Context: an optimization exercise on an open-source flow, tuned for small area. The choices shown serve that exercise and are no tape-out recipe.
Only simulation tests tie the RTL to the original design; equivalence was not proved.
No activity file was given, so power comes from the tool's default toggle rates.

==> design.v <==
module rx_descrambler (
	input  wire         clk,
	input  wire         rst_n,
	input  wire [2:0]   gen,
	input  wire         turn_off,
	input  wire [7:0]   rx_valid,
	input  wire [7:0]   rx_start_block,
	input  wire [23:0]  rx_status,
	input  wire [15:0]  rx_sync_header,
	input  wire [255:0] rx_data,
	input  wire [31:0]  rx_datak,
	output wire [7:0]   out_valid,
	output wire [15:0]  out_sync_header,
	output wire [255:0] out_data,
	output wire [31:0]  out_datak
);
	localparam [22:0] SEQ12 = 23'h0017ff;
	localparam [183:0] SEQ3 = {23'h58ea9c, 23'h27a1a0, 23'h7f4b3c, 23'h0f6d40, 23'h70267c, 23'h3c718c, 23'h4c57f0, 23'h14bd6c};
	reg started;
	always @(posedge clk or negedge rst_n)
		if (!rst_n) started <= 1'b0;
		else started <= 1'b1;
	wire mA = (gen == 3'd1);
	wire mB = (gen == 3'd2);
	wire mC = (gen == 3'd3);
	wire mD = (gen == 3'd4) | (gen == 3'd5);
	wire m12 = mA | mB;
	wire mAD = mA | mD;
	wire den0 = mA | mB | mC | mD;
	wire den1 = mB | mC;
	wire nden0 = ~den0;
	wire nden1 = ~den1;
	wire nden23 = ~mC;
	wire nm12 = ~m12;
	wire gto = m12 & ~turn_off;
	wire ngA, gB, m12z, nm12z, mBz;
	zmode u_zm(.gen(gen), .turn_off(turn_off), .started(started),
		.m12(m12z), .nm12(nm12z), .mB(mBz), .ngA(ngA), .gB(gB));
	genvar i;
	generate
		for (i = 0; i < 8; i = i + 1) begin : lane
			reg [22:0] sq_n;	 
			reg [5:0] hq;
			reg df_q, ef_q, de_q;	 
			wire [22:0] sn_n;
			wire [5:0] hq_n;
			wire df_n, ef_n, de_n;
			always @(posedge clk)
				sq_n <= sn_n;
			always @(posedge clk or negedge rst_n)
				if (!rst_n) begin
					hq <= 6'h00;
					df_q <= 1'b0;
					ef_q <= 1'b0;
					de_q <= 1'b0;
				end else begin
					hq <= hq_n;
					df_q <= df_n;
					ef_q <= ef_n;
					de_q <= de_n;
				end
			rx_lane #(.SEQ3(SEQ3[23*i +: 23]), .SEQ12(SEQ12)) u (
				.started(started), .nstarted(~started), .turn_off(turn_off),
				.nmA_g(~mA), .nmB_g(~mB), .nmC_g(nden23), .nmD_g(~mD), .nm12_g(nm12), .nmAD_g(~mAD), .den0(den0), .den1(den1), .mC_g(mC), .nm12(nm12), .gto(gto), .ngA(ngA), .gB(gB), .m12z(m12z), .nm12z(nm12z), .mBz(mBz),
				.rx_valid(rx_valid[i]), .rx_start_block(rx_start_block[i]),
				.rx_status(rx_status[3*i +: 3]), .rx_sync_header(rx_sync_header[2*i +: 2]),
				.rx_data(rx_data[32*i +: 32]), .rx_datak(rx_datak[4*i +: 4]),
				.sq_n(sq_n), .hq(hq), .df_q(df_q), .ef_q(ef_q), .de_q(de_q),
				.sn_n(sn_n), .hq_n(hq_n), .df_n(df_n), .ef_n(ef_n), .de_n(de_n),
				.out_valid(out_valid[i]), .out_sync_header(out_sync_header[2*i +: 2]),
				.out_data(out_data[32*i +: 32]), .out_datak(out_datak[4*i +: 4]));
		end
	endgenerate
endmodule
module zmode (input wire [2:0] gen, input wire turn_off, input wire started,
	output wire m12, output wire nm12, output wire mB, output wire ngA, output wire gB);
	assign m12 = ~gen[2] & (gen[1] ^ gen[0]);
	assign nm12 = ~m12;
	assign mB = ~gen[2] & gen[1] & ~gen[0];
	assign ngA = ~(m12 & (~started | turn_off));
	assign gB = ~m12 & ~started;
endmodule
module rx_lane #(parameter [22:0] SEQ3 = 23'h0, parameter [22:0] SEQ12 = 23'h0) (
	input  wire        started, nstarted,
	input  wire        turn_off,
	input  wire        nmA_g, nmB_g, nmC_g, nmD_g, nm12_g, nmAD_g, mC_g, den0, den1, nm12, gto, ngA, gB, m12z, nm12z, mBz,
	input  wire        rx_valid,
	input  wire        rx_start_block,
	input  wire [2:0]  rx_status,
	input  wire [1:0]  rx_sync_header,
	input  wire [31:0] rx_data,
	input  wire [3:0]  rx_datak,
	input  wire [22:0] sq_n,
	input  wire [5:0]  hq,
	input  wire        df_q, ef_q, de_q,
	output wire [22:0] sn_n,
	output wire [5:0]  hq_n,
	output wire        df_n, ef_n, de_n,
	output wire        out_valid,
	output wire [1:0]  out_sync_header,
	output wire [31:0] out_data,
	output wire [3:0]  out_datak
);
	wire mA, mB, mC, mD, m12, mAD, nden0, nden1, nden23;
	c_inv gmA(.a(nmA_g), .y(mA));
	c_inv gmB(.a(nmB_g), .y(mB));
	c_inv gmC(.a(nmC_g), .y(mC));
	c_inv gmD(.a(nmD_g), .y(mD));
	c_inv gm12(.a(nm12_g), .y(m12));
	c_inv gmAD(.a(nmAD_g), .y(mAD));
	c_inv gnd0(.a(den0), .y(nden0));
	c_inv gnd1(.a(den1), .y(nden1));
	c_inv gnd23(.a(mC_g), .y(nden23));
	wire z, nz, nzm, nzn;
	wire en0, en1, en2, en3, hs0, hs1, nhs0, nhs1;
	lane_ctl ctl(.mB(mB), .mC(mC), .nmC(nden23), .m12(m12), .nm12(nm12), .den0(den0), .den1(den1), .gto(gto), .ngA(ngA), .gB(gB),
		.m12z(m12z), .nm12z(nm12z), .mBz(mBz),
		.rx_valid(rx_valid), .rx_start_block(rx_start_block), .rx_status(rx_status), .rx_sync_header(rx_sync_header),
		.rx_data(rx_data), .rx_datak(rx_datak), .df_q(df_q), .ef_q(ef_q), .de_q(de_q), .hf_n(hp[9:7]),
		.df_n(df_n), .ef_n(ef_n), .de_n(de_n), .z(z), .nz(nz), .nzm(nzm), .nzn(nzn),
		.en0(en0), .en1(en1), .en2(en2), .en3(en3), .hs0(hs0), .hs1(hs1), .nhs0(nhs0), .nhs1(nhs1),
		.out_valid(out_valid), .out_sync_header(out_sync_header), .out_datak(out_datak));
	wire [22:0] s;
	genvar j;
	generate
		for (j = 0; j < 23; j = j + 1) begin : gate
			localparam B3 = SEQ3[j];
			localparam B12 = (j < 16) ? SEQ12[j] : SEQ3[j];
			if (B3 == 1'b0 && B12 == 1'b0) begin : s00
				c_nor2 g(.a(sq_n[j]), .b(z), .y(s[j]));
			end else if (B3 == 1'b1 && B12 == 1'b1) begin : s11
				c_nand2 g(.a(sq_n[j]), .b(nz), .y(s[j]));
			end else if (B12 == 1'b1) begin : s10
				c_o21ai g(.a1(sq_n[j]), .a2(z), .b1(nzm), .y(s[j]));
			end else begin : s01
				c_o21ai g(.a1(sq_n[j]), .a2(z), .b1(nzn), .y(s[j]));
			end
		end
	endgenerate
	wire [54:0] o;	 
	wire [31:0] p;	 
	assign o[22:0] = s;
	assign p[15:0] = s[15:0];
	kstream ks(.s(s), .o(o[54:23]), .p(p[31:16]));
	generate
		for (j = 0; j < 8; j = j + 1) begin : nlo
			c_a222oi g(.a1(o[32+j]), .a2(mC), .b1(s[8+j]), .b2(mAD), .c1(p[16+j]), .c2(mB), .y(sn_n[j]));
		end
		for (j = 8; j < 16; j = j + 1) begin : nmid
			wire y1, n1;
			c_a222oi g1(.a1(o[32+j]), .a2(mC), .b1((j < 15) ? s[j+8] : o[23]), .b2(mD), .c1(p[16+j]), .c2(mB), .y(y1));
			c_nand2 g2(.a(p[8+j]), .b(mA), .y(n1));
			c_and2 g3(.a(y1), .b(n1), .y(sn_n[j]));
		end
		for (j = 16; j < 23; j = j + 1) begin : nhi
			c_a222oi g(.a1(o[32+j]), .a2(mC), .b1(o[j+8]), .b2(mD), .c1(hp[j-16]), .c2(m12), .y(sn_n[j]));
		end
	endgenerate
	wire [15:0] h, hp;
	generate
		for (j = 0; j < 7; j = j + 1) begin : hs
			c_nor2 g(.a(sq_n[16+j]), .b(nstarted), .y(h[j]));
		end
	endgenerate
	assign h[9:7] = {de_q, ef_q, df_q};
	assign h[15:10] = hq;
	assign hq_n = hp[15:10];
	hold_byte b0(.d(rx_data[7:0]), .o(o[7:0]), .h(h[7:0]), .hs(hs0), .nhs(nhs0), .en(en0), .nden(nden0), .h_n(hp[7:0]), .out(out_data[7:0]));
	hold_byte b1(.d(rx_data[15:8]), .o(o[15:8]), .h(h[15:8]), .hs(hs1), .nhs(nhs1), .en(en1), .nden(nden1), .h_n(hp[15:8]), .out(out_data[15:8]));
	key_byte b2(.d(rx_data[23:16]), .o(o[23:16]), .en(en2), .nden(nden23), .out(out_data[23:16]));
	key_byte b3(.d(rx_data[31:24]), .o(o[31:24]), .en(en3), .nden(nden23), .out(out_data[31:24]));
endmodule
module hold_byte (input wire [7:0] d, input wire [7:0] o, input wire [7:0] h, input wire hs, input wire nhs, input wire en, input wire nden,
	output wire [7:0] h_n, output wire [7:0] out);
	genvar j;
	generate
		for (j = 0; j < 8; j = j + 1) begin : b
			wire ken, x;
			c_a22o g1(.a1(h[j]), .a2(hs), .b1(o[j]), .b2(nhs), .y(h_n[j]));
			c_nand2 g2(.a(h_n[j]), .b(en), .y(ken));
			c_xor2 g3(.a(d[j]), .b(ken), .y(x));
			c_nor2 g4(.a(x), .b(nden), .y(out[j]));
		end
	endgenerate
endmodule
module key_byte (input wire [7:0] d, input wire [7:0] o, input wire en, input wire nden, output wire [7:0] out);
	genvar j;
	generate
		for (j = 0; j < 8; j = j + 1) begin : b
			wire ken, x;
			c_nand2 g1(.a(o[j]), .b(en), .y(ken));
			c_xor2 g2(.a(d[j]), .b(ken), .y(x));
			c_nor2 g3(.a(x), .b(nden), .y(out[j]));
		end
	endgenerate
endmodule
module lane_ctl (
	input  wire        mB, mC, nmC, m12, nm12, den0, den1,
	input  wire        gto,	 
	input  wire        ngA,	 
	input  wire        gB,	 
	input  wire        m12z, nm12z, mBz,	 
	input  wire        rx_valid,
	input  wire        rx_start_block,
	input  wire [2:0]  rx_status,
	input  wire [1:0]  rx_sync_header,
	input  wire [31:0] rx_data,
	input  wire [3:0]  rx_datak,
	input  wire        df_q, ef_q, de_q,
	input  wire [2:0]  hf_n,	 
	output wire        df_n, ef_n, de_n,
	output wire        z, nz, nzm, nzn,
	output wire        en0, en1, en2, en3,
	output wire        hs0, hs1, nhs0, nhs1,
	output wire        out_valid,
	output wire [1:0]  out_sync_header,
	output wire [3:0]  out_datak
);
	wire com0, skp0, com1, skp1;
	wire [3:0] nt1, nt2, zr;
	det5 u0(.d(rx_data[7:0]), .com(com0), .skp(skp0), .nt1(nt1[0]), .nt2(nt2[0]), .zr(zr[0]));
	det5 u1(.d(rx_data[15:8]), .com(com1), .skp(skp1), .nt1(nt1[1]), .nt2(nt2[1]), .zr(zr[1]));
	det3 u2(.d(rx_data[23:16]), .nt1(nt1[2]), .nt2(nt2[2]), .zr(zr[2]));
	det3 u3(.d(rx_data[31:24]), .nt1(nt1[3]), .nt2(nt2[3]), .zr(zr[3]));
	wire sv;
	c_and2 gsh1(.a(rx_start_block), .b(rx_sync_header[1]), .y(out_sync_header[1]));
	c_and2 gsh0(.a(rx_start_block), .b(rx_sync_header[0]), .y(out_sync_header[0]));
	c_nor2 gv0(.a(rx_status[0]), .b(rx_status[1]), .y(sv));
	c_and3b gv1(.an(rx_status[2]), .b(sv), .c(rx_valid), .y(out_valid));
	c_and2 gk0(.a(rx_datak[0]), .b(den0), .y(out_datak[0]));
	c_and2 gk1(.a(rx_datak[1]), .b(den1), .y(out_datak[1]));
	c_and2 gk2(.a(rx_datak[2]), .b(mC), .y(out_datak[2]));
	c_and2 gk3(.a(rx_datak[3]), .b(mC), .y(out_datak[3]));
	c_and2 ghs0(.a(gto), .b(skp0), .y(hs0));
	c_nand2 gns0(.a(gto), .b(skp0), .y(nhs0));
	c_and2 ghs1(.a(gto), .b(skp1), .y(hs1));
	c_nand2 gns1(.a(gto), .b(skp1), .y(nhs1));
	wire nOs, isOs, sh01, isData, isIn;
	c_nand3b gos(.an(rx_sync_header[0]), .b(rx_start_block), .c(rx_sync_header[1]), .y(nOs));
	c_inv gosi(.a(nOs), .y(isOs));
	c_and3b gd1(.an(rx_sync_header[1]), .b(rx_start_block), .c(rx_sync_header[0]), .y(sh01));
	c_o21a gd2(.a1(df_q), .a2(sh01), .b1(nOs), .y(isData));	 
	c_nor2 gin(.a(isOs), .b(isData), .y(isIn));
	wire v1, v2, w1, w2, any1, any2, x1, x2, nall1, nall2, wz, eie, n12;
	c_nand3 ga1(.a(nt1[1]), .b(nt1[2]), .c(nt1[3]), .y(v1));
	c_nand2 ga2(.a(mC), .b(v1), .y(w1));
	c_nand2 ga3(.a(nt1[0]), .b(w1), .y(any1));
	c_nand3 gb1(.a(nt2[1]), .b(nt2[2]), .c(nt2[3]), .y(v2));
	c_nand2 gb2(.a(mC), .b(v2), .y(w2));
	c_nand2 gb3(.a(nt2[0]), .b(w2), .y(any2));
	c_or4 gc1(.a(nt1[0]), .b(nt1[1]), .c(nt1[2]), .d(nt1[3]), .y(x1));
	c_or2 gc2(.a(x1), .b(nmC), .y(nall1));
	c_or4 gc3(.a(nt2[0]), .b(nt2[1]), .c(nt2[2]), .d(nt2[3]), .y(x2));
	c_or2 gc4(.a(x2), .b(nmC), .y(nall2));
	c_or3 ge1(.a(zr[1]), .b(zr[2]), .c(zr[3]), .y(wz));
	c_a21o ge2(.a1(mC), .a2(wz), .b1(zr[0]), .y(eie));
	c_nor2 ge4(.a(any1), .b(any2), .y(n12));
	wire a1m, a2m, ide, dd, keepm, de3, ef3;
	c_and3 gm1(.a(isOs), .b(any1), .c(nm12), .y(a1m));
	c_and4b gm2(.an(any1), .b(isOs), .c(any2), .d(nm12), .y(a2m));
	c_and2 gm3(.a(isIn), .b(de_q), .y(ide));
	c_o21a gm4(.a1(isData), .a2(ide), .b1(nm12), .y(keepm));
	wire [3:0] de;
	genvar j;
	generate
		for (j = 0; j < 4; j = j + 1) begin : gde
			c_a221o g(.a1(a1m), .a2(nt1[j]), .b1(a2m), .b2(nt2[j]), .c1(keepm), .y(de[j]));
		end
	endgenerate
	c_a221o gde3(.a1(a1m), .a2(nall1), .b1(a2m), .b2(nall2), .c1(keepm), .y(de3));
	c_a32o gef(.a1(isOs), .a2(n12), .a3(eie), .b1(isIn), .b2(ef_q), .y(ef3));
	wire nk0, nk1, c0, c1;
	c_inv gnk0(.a(rx_datak[0]), .y(nk0));
	c_inv gnk1(.a(rx_datak[1]), .y(nk1));
	c_a21o gc0(.a1(gto), .a2(nk0), .b1(keepm), .y(c0));
	c_a21o gc1x(.a1(gto), .a2(nk1), .b1(keepm), .y(c1));
	c_a221o gen0(.a1(a1m), .a2(nt1[0]), .b1(a2m), .b2(nt2[0]), .c1(c0), .y(en0));
	c_a221o gen1(.a1(a1m), .a2(nt1[1]), .b1(a2m), .b2(nt2[1]), .c1(c1), .y(en1));
	assign en2 = de[2];
	assign en3 = de[3];
	c_a22o gf0(.a1(m12), .a2(hf_n[0]), .b1(nm12), .b2(isData), .y(df_n));
	c_a22o gf1(.a1(m12), .a2(hf_n[1]), .b1(nm12), .b2(ef3), .y(ef_n));
	c_a21o gf2(.a1(m12), .a2(hf_n[2]), .b1(de3), .y(de_n));
	wire n1, n2;
	c_nand2 gz1(.a(m12z), .b(com0), .y(n1));
	c_nand2 gz2(.a(mBz), .b(com1), .y(n2));
	c_and3 gz3(.a(n1), .b(n2), .c(ngA), .y(nzm));
	c_a31oi gz4(.a1(nm12z), .a2(isIn), .a3(ef_q), .b1(gB), .y(nzn));
	c_nand2 gz5(.a(nzm), .b(nzn), .y(z));
	c_and2 gz6(.a(nzm), .b(nzn), .y(nz));
endmodule
module det5 (input wire [7:0] d, output wire com, output wire skp, output wire nt1, output wire nt2, output wire zr);
	assign com = (d == 8'hBC);
	assign skp = (d == 8'h1C);
	assign nt1 = (d != 8'h1E);
	assign nt2 = (d != 8'h2D);
	assign zr = (d == 8'h00);
endmodule
module det3 (input wire [7:0] d, output wire nt1, output wire nt2, output wire zr);
	assign nt1 = (d != 8'h1E);
	assign nt2 = (d != 8'h2D);
	assign zr = (d == 8'h00);
endmodule
module kstream (input wire [22:0] s, output wire [54:23] o, output wire [31:16] p);
	wire [153:0] x;
	c_xor2 g0 (.a(s[0]), .b(s[5]), .y(x[0]));
	c_xor2 g1 (.a(s[1]), .b(s[6]), .y(x[1]));
	c_xor2 g2 (.a(s[7]), .b(s[8]), .y(x[2]));
	c_xor2 g3 (.a(s[9]), .b(s[21]), .y(x[3]));
	c_xor2 g4 (.a(s[11]), .b(x[0]), .y(x[4]));
	c_xor2 g5 (.a(s[10]), .b(s[22]), .y(x[5]));
	c_xor2 g6 (.a(s[12]), .b(x[1]), .y(x[6]));
	c_xor2 g7 (.a(s[3]), .b(s[15]), .y(x[7]));
	c_xor2 g8 (.a(s[14]), .b(x[3]), .y(x[8]));
	c_xor2 g9 (.a(s[13]), .b(x[2]), .y(x[9]));
	c_xor2 g10 (.a(s[4]), .b(s[14]), .y(x[10]));
	c_xor2 g11 (.a(s[2]), .b(s[7]), .y(x[11]));
	c_xor2 g12 (.a(s[15]), .b(s[19]), .y(x[12]));
	c_xor2 g13 (.a(s[20]), .b(x[5]), .y(x[13]));
	c_xor2 g14 (.a(s[16]), .b(x[0]), .y(x[14]));
	c_xor2 g15 (.a(s[7]), .b(s[12]), .y(x[15]));
	c_xor2 g16 (.a(s[5]), .b(s[8]), .y(x[16]));
	c_xor2 g17 (.a(s[4]), .b(s[5]), .y(x[17]));
	c_xor2 g18 (.a(s[13]), .b(s[17]), .y(x[18]));
	c_xor2 g19 (.a(s[18]), .b(x[4]), .y(x[19]));
	c_xor2 g20 (.a(s[17]), .b(x[1]), .y(x[20]));
	c_xor2 g21 (.a(s[2]), .b(x[4]), .y(x[21]));
	c_xor2 g22 (.a(s[6]), .b(s[20]), .y(x[22]));
	c_xor2 g23 (.a(s[12]), .b(s[13]), .y(x[23]));
	c_xor2 g24 (.a(s[16]), .b(x[6]), .y(x[24]));
	c_xor2 g25 (.a(s[0]), .b(x[7]), .y(x[25]));
	c_xor2 g26 (.a(s[3]), .b(x[19]), .y(x[26]));
	c_xor2 g27 (.a(s[9]), .b(s[11]), .y(x[27]));
	c_xor2 g28 (.a(s[1]), .b(x[11]), .y(x[28]));
	c_xor2 g29 (.a(s[2]), .b(x[8]), .y(x[29]));
	c_xor2 g30 (.a(s[22]), .b(x[9]), .y(x[30]));
	c_xor2 g31 (.a(x[3]), .b(x[5]), .y(x[31]));
	c_xor2 g32 (.a(s[6]), .b(x[27]), .y(x[32]));
	c_xor2 g33 (.a(s[8]), .b(s[21]), .y(x[33]));
	c_xor2 g34 (.a(x[5]), .b(x[21]), .y(x[34]));
	c_xor2 g35 (.a(s[3]), .b(x[0]), .y(x[35]));
	c_xor2 g36 (.a(x[2]), .b(x[3]), .y(x[36]));
	c_xor2 g37 (.a(s[4]), .b(x[30]), .y(x[37]));
	c_xor2 g38 (.a(x[8]), .b(x[13]), .y(x[38]));
	c_xor2 g39 (.a(s[8]), .b(s[11]), .y(x[39]));
	c_xor2 g40 (.a(s[10]), .b(x[15]), .y(x[40]));
	c_xor2 g41 (.a(s[10]), .b(s[14]), .y(x[41]));
	c_xor2 g42 (.a(s[10]), .b(x[14]), .y(x[42]));
	c_xor2 g43 (.a(s[21]), .b(x[26]), .y(x[43]));
	c_xor2 g44 (.a(s[9]), .b(x[23]), .y(x[44]));
	c_xor2 g45 (.a(s[18]), .b(x[42]), .y(x[45]));
	c_xor2 g46 (.a(s[22]), .b(x[20]), .y(x[46]));
	c_xor2 g47 (.a(x[16]), .b(x[18]), .y(x[47]));
	c_xor2 g48 (.a(s[18]), .b(x[12]), .y(x[48]));
	c_xor2 g49 (.a(s[2]), .b(s[3]), .y(x[49]));
	c_xor2 g50 (.a(x[12]), .b(x[17]), .y(x[50]));
	c_xor2 g51 (.a(x[7]), .b(x[10]), .y(x[51]));
	c_xor2 g52 (.a(x[6]), .b(x[25]), .y(x[52]));
	c_xor2 g53 (.a(s[4]), .b(x[2]), .y(x[53]));
	c_xor2 g54 (.a(x[9]), .b(x[48]), .y(x[54]));
	c_xor2 g55 (.a(x[9]), .b(x[22]), .y(x[55]));
	c_xor2 g56 (.a(s[14]), .b(x[6]), .y(x[56]));
	c_xor2 g57 (.a(x[40]), .b(x[50]), .y(x[57]));
	c_xor2 g58 (.a(s[22]), .b(x[50]), .y(x[58]));
	c_xor2 g59 (.a(s[18]), .b(x[51]), .y(x[59]));
	c_xor2 g60 (.a(s[11]), .b(x[20]), .y(x[60]));
	c_xor2 g61 (.a(s[19]), .b(x[16]), .y(x[61]));
	c_xor2 g62 (.a(x[6]), .b(x[29]), .y(x[62]));
	c_xor2 g63 (.a(s[9]), .b(x[17]), .y(x[63]));
	c_xor2 g64 (.a(x[18]), .b(x[28]), .y(x[64]));
	c_xor2 g65 (.a(s[17]), .b(x[8]), .y(x[65]));
	c_xor2 g66 (.a(x[4]), .b(x[51]), .y(x[66]));
	c_xor2 g67 (.a(x[7]), .b(x[63]), .y(x[67]));
	c_xor2 g68 (.a(s[21]), .b(x[45]), .y(x[68]));
	c_xor2 g69 (.a(s[17]), .b(x[9]), .y(x[69]));
	c_xor2 g70 (.a(x[25]), .b(x[38]), .y(x[70]));
	c_xor2 g71 (.a(s[5]), .b(s[6]), .y(x[71]));
	c_xor2 g72 (.a(s[9]), .b(x[53]), .y(x[72]));
	c_xor2 g73 (.a(s[3]), .b(x[46]), .y(x[73]));
	c_xor2 g74 (.a(s[16]), .b(x[57]), .y(x[74]));
	c_xor2 g75 (.a(x[26]), .b(x[36]), .y(x[75]));
	c_xor2 g76 (.a(x[49]), .b(x[66]), .y(x[76]));
	c_xor2 g77 (.a(x[11]), .b(x[67]), .y(x[77]));
	c_xor2 g78 (.a(s[4]), .b(x[35]), .y(x[78]));
	c_xor2 g79 (.a(s[11]), .b(x[22]), .y(x[79]));
	c_xor2 g80 (.a(x[12]), .b(x[24]), .y(x[80]));
	c_xor2 g81 (.a(s[6]), .b(x[2]), .y(x[81]));
	c_xor2 g82 (.a(x[47]), .b(x[49]), .y(x[82]));
	c_xor2 g83 (.a(s[20]), .b(x[69]), .y(x[83]));
	c_xor2 g84 (.a(x[37]), .b(x[62]), .y(x[84]));
	c_xor2 g85 (.a(s[19]), .b(x[9]), .y(x[85]));
	c_xor2 g86 (.a(s[8]), .b(x[85]), .y(x[86]));
	c_xor2 g87 (.a(s[0]), .b(x[24]), .y(x[87]));
	c_xor2 g88 (.a(s[18]), .b(x[15]), .y(x[88]));
	c_xor2 g89 (.a(s[13]), .b(x[28]), .y(x[89]));
	c_xor2 g90 (.a(s[9]), .b(x[73]), .y(x[90]));
	c_xor2 g91 (.a(x[43]), .b(x[56]), .y(x[91]));
	c_xor2 g92 (.a(x[44]), .b(x[55]), .y(x[92]));
	c_xor2 g93 (.a(x[92]), .b(x[68]), .y(x[93]));
	c_xor2 g94 (.a(x[27]), .b(x[61]), .y(x[94]));
	c_xor2 g95 (.a(s[15]), .b(x[31]), .y(x[95]));
	c_xor2 g96 (.a(x[65]), .b(x[88]), .y(x[96]));
	c_xor2 g97 (.a(x[10]), .b(x[28]), .y(x[97]));
	c_xor2 g98 (.a(s[16]), .b(x[97]), .y(x[98]));
	c_xor2 g99 (.a(s[14]), .b(x[44]), .y(x[99]));
	c_xor2 g100 (.a(x[98]), .b(x[99]), .y(x[100]));
	c_xor2 g101 (.a(x[24]), .b(x[75]), .y(x[101]));
	c_xor2 g102 (.a(x[18]), .b(x[34]), .y(x[102]));
	c_xor2 g103 (.a(s[13]), .b(x[41]), .y(x[103]));
	c_xor2 g104 (.a(x[7]), .b(x[64]), .y(x[104]));
	c_xor2 g105 (.a(x[60]), .b(x[85]), .y(x[105]));
	c_xor2 g106 (.a(x[14]), .b(x[33]), .y(x[106]));
	c_xor2 g107 (.a(s[1]), .b(x[13]), .y(x[107]));
	c_xor2 g108 (.a(x[11]), .b(x[71]), .y(x[108]));
	c_xor2 g109 (.a(x[32]), .b(x[59]), .y(x[109]));
	c_xor2 g110 (.a(s[10]), .b(x[32]), .y(x[110]));
	c_xor2 g111 (.a(x[13]), .b(x[52]), .y(x[111]));
	c_xor2 g112 (.a(s[0]), .b(s[21]), .y(x[112]));
	c_xor2 g113 (.a(x[111]), .b(x[112]), .y(x[113]));
	c_xor2 g114 (.a(x[14]), .b(x[95]), .y(x[114]));
	c_xor2 g115 (.a(x[29]), .b(x[87]), .y(x[115]));
	c_xor2 g116 (.a(x[5]), .b(x[104]), .y(x[116]));
	c_xor2 g117 (.a(s[3]), .b(x[81]), .y(x[117]));
	c_xor2 g118 (.a(x[97]), .b(x[117]), .y(x[118]));
	c_xor2 g119 (.a(x[48]), .b(x[84]), .y(x[119]));
	c_xor2 g120 (.a(x[41]), .b(x[82]), .y(x[120]));
	c_xor2 g121 (.a(x[5]), .b(x[54]), .y(x[121]));
	c_xor2 g122 (.a(x[20]), .b(x[34]), .y(x[122]));
	c_xor2 g123 (.a(s[6]), .b(x[96]), .y(x[123]));
	c_xor2 g124 (.a(s[16]), .b(x[79]), .y(x[124]));
	c_xor2 g125 (.a(s[9]), .b(s[10]), .y(x[125]));
	c_xor2 g126 (.a(s[2]), .b(x[106]), .y(x[126]));
	c_xor2 g127 (.a(x[83]), .b(x[91]), .y(x[127]));
	c_xor2 g128 (.a(x[38]), .b(x[45]), .y(x[128]));
	c_xor2 g129 (.a(s[11]), .b(x[40]), .y(x[129]));
	c_xor2 g130 (.a(x[128]), .b(x[129]), .y(x[130]));
	c_xor2 g131 (.a(x[1]), .b(x[17]), .y(x[131]));
	c_xor2 g132 (.a(x[10]), .b(x[43]), .y(x[132]));
	c_xor2 g133 (.a(x[70]), .b(x[86]), .y(x[133]));
	c_xor2 g134 (.a(x[46]), .b(x[94]), .y(x[134]));
	c_xor2 g135 (.a(s[15]), .b(x[103]), .y(x[135]));
	c_xor2 g136 (.a(x[33]), .b(x[122]), .y(x[136]));
	c_xor2 g137 (.a(x[80]), .b(x[102]), .y(x[137]));
	c_xor2 g138 (.a(s[19]), .b(x[34]), .y(x[138]));
	c_xor2 g139 (.a(x[138]), .b(x[38]), .y(x[139]));
	c_xor2 g140 (.a(x[39]), .b(x[52]), .y(x[140]));
	c_xor2 g141 (.a(x[31]), .b(x[105]), .y(x[141]));
	c_xor2 g142 (.a(x[16]), .b(x[125]), .y(x[142]));
	c_xor2 g143 (.a(x[47]), .b(x[124]), .y(x[143]));
	c_xor2 g144 (.a(x[46]), .b(x[65]), .y(x[144]));
	c_xor2 g145 (.a(x[144]), .b(x[81]), .y(x[145]));
	c_xor2 g146 (.a(x[76]), .b(x[107]), .y(x[146]));
	c_xor2 g147 (.a(x[4]), .b(x[37]), .y(x[147]));
	c_xor2 g148 (.a(x[23]), .b(x[39]), .y(x[148]));
	c_xor2 g149 (.a(x[55]), .b(x[112]), .y(x[149]));
	c_xor2 g150 (.a(x[53]), .b(x[68]), .y(x[150]));
	c_xor2 g151 (.a(s[22]), .b(x[101]), .y(x[151]));
	c_xor2 g152 (.a(x[35]), .b(x[89]), .y(x[152]));
	c_xor2 g153 (.a(x[6]), .b(x[58]), .y(x[153]));
	assign o[23] = x[126];
	assign o[24] = x[90];
	assign o[25] = x[150];
	assign o[26] = x[134];
	assign o[27] = x[93];
	assign o[28] = x[141];
	assign o[29] = x[130];
	assign o[30] = x[137];
	assign o[31] = x[127];
	assign o[32] = x[119];
	assign o[33] = x[133];
	assign o[34] = x[146];
	assign o[35] = x[140];
	assign o[36] = x[100];
	assign o[37] = x[120];
	assign o[38] = x[109];
	assign o[39] = x[74];
	assign o[40] = x[143];
	assign o[41] = x[123];
	assign o[42] = x[121];
	assign o[43] = x[139];
	assign o[44] = x[113];
	assign o[45] = x[147];
	assign o[46] = x[115];
	assign o[47] = x[116];
	assign o[48] = x[132];
	assign o[49] = x[153];
	assign o[50] = x[149];
	assign o[51] = x[145];
	assign o[52] = x[114];
	assign o[53] = x[136];
	assign o[54] = x[151];
	assign p[16] = x[78];
	assign p[17] = x[131];
	assign p[18] = x[108];
	assign p[19] = x[117];
	assign p[20] = x[72];
	assign p[21] = x[142];
	assign p[22] = x[110];
	assign p[23] = x[129];
	assign p[24] = x[148];
	assign p[25] = x[99];
	assign p[26] = x[135];
	assign p[27] = x[66];
	assign p[28] = x[52];
	assign p[29] = x[152];
	assign p[30] = x[118];
	assign p[31] = x[77];
endmodule
module c_inv   (input wire a, output wire y); assign y = ~a; endmodule
module c_nand2 (input wire a, input wire b, output wire y); assign y = ~(a & b); endmodule
module c_nor2  (input wire a, input wire b, output wire y); assign y = ~(a | b); endmodule
module c_and2  (input wire a, input wire b, output wire y); assign y = a & b; endmodule
module c_xor2  (input wire a, input wire b, output wire y); assign y = a ^ b; endmodule
module c_xnor2 (input wire a, input wire b, output wire y); assign y = ~(a ^ b); endmodule
module c_a22o  (input wire a1, input wire a2, input wire b1, input wire b2, output wire y); assign y = (a1 & a2) | (b1 & b2); endmodule
module c_or2   (input wire a, input wire b, output wire y); assign y = a | b; endmodule
module c_or3   (input wire a, input wire b, input wire c, output wire y); assign y = a | b | c; endmodule
module c_and3  (input wire a, input wire b, input wire c, output wire y); assign y = a & b & c; endmodule
module c_nand3 (input wire a, input wire b, input wire c, output wire y); assign y = ~(a & b & c); endmodule
module c_and3b (input wire an, input wire b, input wire c, output wire y); assign y = ~an & b & c; endmodule
module c_nand3b (input wire an, input wire b, input wire c, output wire y); assign y = ~(~an & b & c); endmodule
module c_and4b (input wire an, input wire b, input wire c, input wire d, output wire y); assign y = ~an & b & c & d; endmodule
module c_or4   (input wire a, input wire b, input wire c, input wire d, output wire y); assign y = a | b | c | d; endmodule
module c_o21a  (input wire a1, input wire a2, input wire b1, output wire y); assign y = (a1 | a2) & b1; endmodule
module c_a21o  (input wire a1, input wire a2, input wire b1, output wire y); assign y = (a1 & a2) | b1; endmodule
module c_a31oi (input wire a1, input wire a2, input wire a3, input wire b1, output wire y); assign y = ~((a1 & a2 & a3) | b1); endmodule
module c_a32o  (input wire a1, input wire a2, input wire a3, input wire b1, input wire b2, output wire y); assign y = (a1 & a2 & a3) | (b1 & b2); endmodule
module c_a221o (input wire a1, input wire a2, input wire b1, input wire b2, input wire c1, output wire y); assign y = (a1 & a2) | (b1 & b2) | c1; endmodule
module c_mux2i (input wire a0, input wire a1, input wire s, output wire y); assign y = ~(s ? a1 : a0); endmodule
module c_o21ai (input wire a1, input wire a2, input wire b1, output wire y); assign y = ~((a1 | a2) & b1); endmodule
module c_a222oi (input wire a1, input wire a2, input wire b1, input wire b2, input wire c1, input wire c2, output wire y);
	assign y = ~((a1 & a2) | (b1 & b2) | (c1 & c2));
endmodule
==> flow/run.sh <==
#!/bin/bash
# Layout flow: the standard flow (standard.sh, unchanged synthesis and
# steps) with these changes to how the layout is made:
#  - the port buffers that global placement inserts use the smallest buffer
#    cell instead of ORFS's default choice (every port still gets a buffer);
#  - timing-driven global placement does not keep the buffers its trial
#    repairs insert (later repair steps still fix slew, load and timing);
#  - clock tree synthesis inserts no dummy load cells.
set -euo pipefail
export BUFFER_PORTS_ARGS="-buffer_cell sky130_fd_sc_hd__buf_1"
export GPL_KEEP_OVERFLOW=0
export CTS_ARGS="-sink_clustering_enable -repair_clock_nets -buf_list sky130_fd_sc_hd__clkbuf_4 -dont_use_dummy_load"
bash standard.sh finish > flow_make.log 2>&1
==> standard.sh <==
#!/bin/bash
# synth_recipe.tcl (not shown) runs the flow's synth.tcl, then flattens the netlist and writes it again
# the make line also repeats each setting of config.mk as NAME=value (left out here)
make -C /OpenROAD-flow-scripts/flow DESIGN_CONFIG=/design/flow/config.mk WORK_HOME=/design/flow/orfs CLKGATE_MAP_FILE= SYNTH_SCRIPT=/design/flow/synth_recipe.tcl "${@:-finish}"
==> config.mk <==
export PLATFORM = sky130hd
export DESIGN_NAME = rx_descrambler
export DESIGN_NICKNAME = rx_descrambler
export VERILOG_FILES = /design/flow/design.v
export SDC_FILE = /design/flow/constraint.sdc
export NUM_CORES = 4
export LEC_CHECK = 0
export CAP_MARGIN = 0
export CORE_MARGIN = 2
export CORE_UTILIZATION = 40
export CTS_BUF_LIST = sky130_fd_sc_hd__clkbuf_4
export SLEW_MARGIN = 0
export SYNTH_HIERARCHICAL = 1
export SYNTH_MINIMUM_KEEP_SIZE = 0
==> constraint.sdc <==
create_clock -name core_clock -period 12.0 [get_ports {clk}]
set_input_delay 2.4000 -clock core_clock [delete_from_list [all_inputs] [get_ports {clk}]]
set_output_delay 2.4000 -clock core_clock [all_outputs]
set_load 0.01 [all_outputs]
==> flow_summary.json, run 1 <==
{
  "crit_path_end_kind": "output port",
  "hold_violations": 0,
  "synth_top_area_share_pct": 39.3,
  "cts_tree": "done",
  "synth.most_common_cell": "xor2_1",
  "grt_setup_unrepaired": "false",
  "start_util_pct": 40.4,
  "p_total_mw": 11.6,
  "max_freq_mhz": 94.0,
  "num_io_pins": 662,
  "wl_um": 132000,
  "yosys.cell_types.count": 41,
  "arrival_ps": 8240,
  "maxSlewHeadroom_pct": 12.6,
  "avgSynthCellArea_um2": 7.98,
  "clockPowerShare_pct": 6.1,
  "grt_pass1_wl_um": 194000,
  "setup_viol": 0,
  "numClockSinks": 257,
  "die_w_um": 292,
  "root_buffer": "clkbuf_4",
  "portBuffers": 661,
  "dieHeight_um": 292,
  "p_leak_nw": 15.2,
  "core_area_mm2": 0.0821,
  "h-tree-depth": 3,
  "hold_path.class": "reg2reg",
  "p_int_mw": 4.95,
  "worstSetupStartpointType": "input port",
  "crit_path_frequent_cell": "xor2_1",
  "grt_pass1_vias": 30700,
  "grt_max_degree": 33,
  "gp_congestion": 1.00,
  "peakVddDrop_mv": 0.161,
  "worst_pin_slew_ps": 1300,
  "critPathMaxFanout": 16,
  "clk_latency_ps": 840,
  "via_per_inst": 5.71,
  "fin_nets": 4881,
  "ys_seq_elements": 257,
  "overflow": 0,
  "final_util_pct": 42.7,
  "ys_seq_area_share_pct": 16.6,
  "drtIter0Drc": 4097,
  "switching_share_pct": 57.5,
  "cts_buffers": 82,
  "fin_crit_sh_pct": 88.7,
  "synthFlopType": "dfxtp_1",
  "wl_per_cell_um": 23.6,
  "synth_edf_count": 0,
  "clkSlewWorstSetupHoldPaths_ps": 40,
  "cts-resized-gates": 0,
  "max-cap-violations": 0,
  "dpl.hpwl_um": 103000,
  "synth_area_leaders": "xor2_1, dfxtp_1, buf_4, a222oi_1, dfrtp_1",
  "dieArea_mm2": 0.0853,
  "track_usage_pct": 29.4,
  "crit_chain": "buf_1, inv_1, nand3_1, and3_1, nand2_1, o21ai_1, xor2_1, xor2_1, xor2_1, xor2_1, xor2_1, nand2_1, xor2_1, nor2_1, buf_1",
  "synth_fp_nets": 4510,
  "fin_skew_ps": 110,
  "yosys-top-cells-count": "xor2_1, nand2_1, nor2_1",
  "cp.required_ps": 9600,
  "tns_ps": 0,
  "drcViolationCount": 0,
  "antenna_found_initial": 15,
  "cp_slowest_cell": "o21ai_1",
  "period_needed_ps": 10640,
  "syn2layout_area_growth_pct": 5.46,
  "status": "no timing/DRC/antenna violations",
  "cts_setup_buffers": 0,
  "seq_power_share_pct": 11.6,
  "drive_gt1_share_pct": 2.98,
  "synth_cells": 4160,
  "firstDrtPassIters": 15,
  "finalMaxSlewViolations": 0,
  "p_switching_mw": 6.69,
  "yosys_warnings": 7,
  "slowest_delay_ps": 1100,
  "netlist_area_mm2": 0.0332,
  "drtAntennaViolNets": 0,
  "synthArstFlopShare_pct": 28.4,
  "synth_top_area_cell": "xor2_1",
  "clockBufferDepth": 3,
  "rows": 105,
  "criticalPathCategory": "in2out",
  "vias": 32100,
  "postCtsHoldBufs": 0,
  "combPwrFrac_pct": 82.4,
  "power_density_mw_per_mm2": 332
}
-- cells by family after synthesis --
| kind of cell | Yosys count | share of synthesized area, % |
|---|---|---|
| XOR/XNOR | 1490 | 39.3 |
| AND/OR/NAND/NOR | 1409 | 21.0 |
| buffers and inverters | 498 | 9.97 |
| other | 1 | 0.0113 |
| flip-flops | 257 | 16.6 |
| AO/OA/AOI/OAI | 505 | 13.1 |
-- power groups by stage --
stage	Combinational (mW)	Sequential, mW	Clock [mW]
3_3_place_gp	9.36	1.37	0
2_1_floorplan	11.0	1.31	0
5_1_grt	10.2	1.37	0.773
4_1_cts	9.33	1.35	0.734
6_report	9.59	1.35	0.707
3_5_place_dp	9.25	1.36	0
-- sequential cells by signal, summed over array words and instances, names as in the netlist --
register / count
lane.sq_n: 184
lane.hq: 48
lane.de_q: 8
lane.df_q: 8
lane.ef_q: 8
started: 1
-- per-module statistics from Yosys (local to each module, per instance), a selection --
module          cells  area, µm²  flip-flops and latches  times used
c_nand3b            1       7.51                       0           8
c_xor2              1       8.76                       0        1488
c_a32o              1       10.0                       0           8
c_and3              1       6.26                       0          16
rx_descrambler    272       5610                     257           1
c_and3b             1       8.76                       0          16
c_nand2             1       3.75                       0         466
c_nor2              1       3.75                       0         376
-- cells in the final DEF, fill, tap and decap left out, types with 82 or more instances in the layout --
| master | n |
|---|---|
| nand2_1 | 469 |
| a222oi_1 | 184 |
| inv_1 | 113 |
| a22o_1 | 144 |
| clkbuf_4 | 82 |
| and2_1 | 161 |
| dfxtp_1 | 184 |
| nor2_1 | 425 |
| buf_1 | 660 |
| xor2_1 | 1490 |
-- layer usage --
layer	routed length [µm]	GRT usage, %	share of wire [%]
met3	12900	5.98	9.8
met1	55500	39.2	42
met5	80	0	0.061
met2	58000	45.5	44
met4	5680	13.2	4.3
-- metrics by stage --
step           cell area [µm²]  hold slack [ps]  setup WS, ps  std cells
2_1_floorplan            33200              478          3510       4160
3_3_place_gp             34100              492           713       5507
3_5_place_dp             34400              494          1530       5517
4_1_cts                  35000              511          1500       5599
5_1_grt                  35000              522          1030       5609
6_report                 35000              509          1360       5612
-- area by class of cell --
type,instances,area (µm²)
antenna,13,32.5
multi-input combinational,3405,24400
timing repair buffer,671,2680
fill,8541,47100
tap,1070,1340
clock buffer,82,616
sequential,257,5510
inverter,114,428
-- critical path: cells and delay by family --
kind / cells / cell delay [ps]
xor gates and xnor gates: 6 / 2050
and+or+nand+nor: 5 / 1790
buffers and inverters: 3 / 860
AOI/OAI and AO/OA: 1 / 1100
-- final timing paths --
path	slack, ps	end	startpoint	cells after the start
min in group asynchronous	1500	lane[7].de_q$_DFF_PN0_	rst_n	1
worst max-delay path	1360	out_data[221]	gen[2]	15
max in group asynchronous	9830	lane[5].hq[3]$_DFF_PN0_	rst_n	2
worst max register to register	6530	lane[6].sq_n[1]$_DFF_P_	started$_DFF_PN0_	11
worst min-delay path	510	lane[1].hq[2]$_DFF_PN0_	lane[1].hq[2]$_DFF_PN0_	1
worst min register to register	510	lane[1].hq[2]$_DFF_PN0_	lane[1].hq[2]$_DFF_PN0_	1
==> run 2: changes to the inputs <==
--- a/config.mk
+++ b/config.mk
@@ -5,10 +5,10 @@
 export SDC_FILE = /design/flow/constraint.sdc
 export NUM_CORES = 4
 export LEC_CHECK = 0
-export CAP_MARGIN = 0
+export CAP_MARGIN = 5
 export CORE_MARGIN = 2
 export CORE_UTILIZATION = 40
 export CTS_BUF_LIST = sky130_fd_sc_hd__clkbuf_4
-export SLEW_MARGIN = 0
+export SLEW_MARGIN = 5
 export SYNTH_HIERARCHICAL = 1
 export SYNTH_MINIMUM_KEEP_SIZE = 0
==> run 2 against run 1 <==
Still clean. Combinational power is essentially flat. Power shrank 0.24%. Global-route usage grew 0.17 points. Via count grew 0.11%. Synthesized area is the same. Sequential cell count is the same. Critical endpoint unchanged. Largest power group unchanged. Highest routed layer unchanged.
==> flow_summary.json, run 2 <==
{
  "overflow": 0,
  "slowest_delay_ps": 1220,
  "fin_skew_ps": 81.1,
  "vias": 32100,
  "maxSlewHeadroom_pct": 6.99,
  "drive_gt1_share_pct": 2.98,
  "antenna_found_initial": 15,
  "p_total_mw": 11.6,
  "switching_share_pct": 57.4,
  "drtAntennaViolNets": 0,
  "combPwrFrac_pct": 82.4,
  "num_io_pins": 662,
  "top_register": "lane.sq_n",
  "status": "no timing/DRC/antenna violations",
  "p_switching_mw": 6.67,
  "synthArstFlopShare_pct": 28.4,
  "p_int_mw": 4.95,
  "start_util_pct": 40.4,
  "dieHeight_um": 292,
  "crit_path_end_kind": "output port",
  "synth_top_area_share_pct": 39.3,
  "peakVddDrop_mv": 0.169,
  "layout_common_cells": "xor2_1, buf_1, nand2_1, nor2_1",
  "seq_power_share_pct": 11.6,
  "min_path_cells": 1,
  "period_needed_ps": 10740,
  "power_density_mw_per_mm2": 332,
  "synth_top_area_cell": "xor2_1",
  "numClockSinks": 257,
  "grt_max_degree": 49,
  "post_dp_cell_area_mm2": 0.0344,
  "drtIter0Drc": 3889,
  "cp_slowest_cell": "o21ai_1",
  "avgSynthCellArea_um2": 7.98,
  "grt_pass1_wl_um": 195000,
  "wl_per_cell_um": 23.6,
  "die_w_um": 292,
  "syn2layout_area_growth_pct": 5.38,
  "synthFlopType": "dfxtp_1",
  "clockPowerShare_pct": 6.0,
  "postCtsHoldBufs": 0,
  "clockBufferDepth": 3,
  "netlist_area_mm2": 0.0332,
  "reg2reg_depth": 11,
  "final_common_cell": "xor2_1",
  "clk_latency_ps": 840,
  "dieArea_mm2": 0.0853,
  "wl_um": 132000,
  "core_area_mm2": 0.0821,
  "cts-resized-gates": 0,
  "arrival_ps": 8340,
  "largest_register_ff_count": 184,
  "yosys.cell_types.count": 41,
  "synth_fp_nets": 4510,
  "portBuffers": 661,
  "cts_tree": "done",
  "worst_pin_slew_ps": 1390,
  "fin_nets": 4881,
  "cts_buffers": 82,
  "h-tree-depth": 3,
  "clkSlewWorstSetupHoldPaths_ps": 40,
  "yosys_warnings": 7,
  "tns_ps": 0,
  "max-cap-violations": 0,
  "hold_violations": 0,
  "cp.required_ps": 9600,
  "synth_cells": 4160,
  "p_leak_nw": 15.2,
  "yosys-top-cells-count": "xor2_1, nand2_1, nor2_1",
  "grt_pass1_vias": 30700,
  "worstSetupStartpointType": "input port",
  "gp_congestion": 1.00,
  "dpl.hpwl_um": 103000,
  "rows": 105,
  "via_per_inst": 5.72,
  "crit_chain": "buf_1, inv_1, nand3_1, and3_1, nand2_1, o21ai_1, xor2_1, xor2_1, xor2_1, xor2_1, xor2_1, nand2_1, xor2_1, nor2_1, buf_1",
  "fin_crit_sh_pct": 89.5,
  "stdcell_area_mm2": 0.0350,
  "top_regs": "lane.sq_n: 184 flops, lane.hq: 48 flops",
  "ys_seq_elements": 257,
  "whs_ps": 506,
  "setup_viol": 0,
  "track_usage_pct": 29.6,
  "synth_edf_count": 0,
  "synth.most_common_cell": "xor2_1",
  "finalMaxSlewViolations": 0,
  "firstDrtPassIters": 12,
  "criticalPathCategory": "in2out",
  "max_freq_mhz": 93.1,
  "drcViolationCount": 0,
  "synth_area_leaders": "xor2_1, dfxtp_1, buf_4, a222oi_1, dfrtp_1",
  "cts_setup_buffers": 0,
  "crit_path_frequent_cell": "xor2_1",
  "root_buffer": "clkbuf_4",
  "grt_setup_unrepaired": "false",
  "ys_seq_area_share_pct": 16.6,
  "hold_path.class": "reg2reg",
  "critPathMaxFanout": 16
}
## run 2: changes by cell type in the layout (fill, tap and decap cells not counted), sizes merged
cell,before,now
diode,13,11
## run 2: critical path: cells and delay by family
kind,cells,cell delay (ps)
AOI/OAI and AO/OA,1,1220
buffers and inverters,3,890
and+or+nand+nor,5,1760
xor gates and xnor gates,6,2050
## run 2: final timing paths
kind / to / startpoint / slack [ps]
hold reg to reg: lane[1].hq[2]$_DFF_PN0_ / lane[1].hq[2]$_DFF_PN0_ / 510
setup reg to reg: lane[6].sq_n[1]$_DFF_P_ / started$_DFF_PN0_ / 6480
setup / recovery: out_data[221] / gen[2] / 1260
max in group asynchronous: lane[3].df_q$_DFF_PN0_ / rst_n / 9760
hold / removal: lane[1].hq[2]$_DFF_PN0_ / lane[1].hq[2]$_DFF_PN0_ / 510
min in group asynchronous: lane[7].de_q$_DFF_PN0_ / rst_n / 1560
## run 2: power by group through the flow
stage	clock network [mW]	registers [mW]	logic, mW
global placement	0	1.37	9.36
detailed placement	0	1.36	9.26
floorplan	0	1.31	11.0
global route	0.765	1.38	10.3
CTS	0.723	1.35	9.34
finish	0.695	1.35	9.57
## run 2: area by class of cell
class,count,area (µm²)
Inverter,114,428
Multi-Input combinational cell,3405,24400
Clock buffer,82,616
Timing Repair Buffer,671,2650
Tap cell,1070,1340
Sequential cell,257,5510
Fill cell,8658,47100
Antenna cell,11,27.5
## run 2: logic make-up (layout without fill, tap and decap cells)
kind of cell	Yosys count	in the layout	synth area share (%)
XOR/XNOR	1490	1490	39.3
other	1	12	0.0113
flip-flops	257	257	16.6
AND/OR/NAND/NOR	1409	1409	21.0
AO/OA/AOI/OAI	505	505	13.1
buffers and inverters	498	867	9.97
## run 2: routing by layer
layer,vias up,GRT usage (%),wire length (µm)
met4,8,13.8,6480
met5,-,0,57
li1,14600,-,-
met2,1821,45.4,57500
met3,332,5.73,12200
met1,15300,39.8,56100
## run 2: stage by stage
step                      std cells  utilization, %  setup WS (ps)
after floorplan                4160               -           3510
after global placement         5507            41.6            713
after detailed placement       5517            41.8           1490
after CTS                      5599            42.6           1490
after global routing           5609            42.6            937
final                          5610            42.6           1260
## run 2: Yosys stat by module (local to each module, per instance), excerpt
module | times used | cells inside | flops+latches
c_a21o | 32 | 1 | 0
c_a221o | 40 | 1 | 0
c_a31oi | 8 | 1 | 0
c_a32o | 8 | 1 | 0
c_and2 | 144 | 1 | 0
c_and3 | 16 | 1 | 0
c_nand2 | 466 | 1 | 0
c_nand3b | 8 | 1 | 0
c_nor2 | 376 | 1 | 0
c_o21ai | 70 | 1 | 0
c_or4 | 16 | 1 | 0
kstream | 8 | 48 | 0
zmode | 1 | 8 | 0

==> separate check: timing with driven ports <==
No port has a modelled driver above. Below, the same layouts with a new extraction and two added sets of constraints.
Step 1: set_driving_cell puts a clkbuf_16 on clk and a buf_2 on each other input, an assumption about the parent block.
Step 2 also shifts input and output timing later by t, the mid clock arrival at the registers, as if the neighbouring blocks saw the same clock.
Three values: ideal ports, drivers, drivers and shift; two values: the first two.
run	t (ns)	slack for setup (ns)	clock arrival spread, ns	cell pins on the clock port's net
run 1	0.841	1.358 / 1.287 / 1.287	0.126 / 0.126	1
run 2	0.861	1.264 / 1.195 / 1.195	0.089 / 0.090	1
After both steps setup and hold are still met in every run listed. For run 1, which loses most, drivers alone change the setup slack by -0.071 ns; drivers and shift together by -0.071 ns.
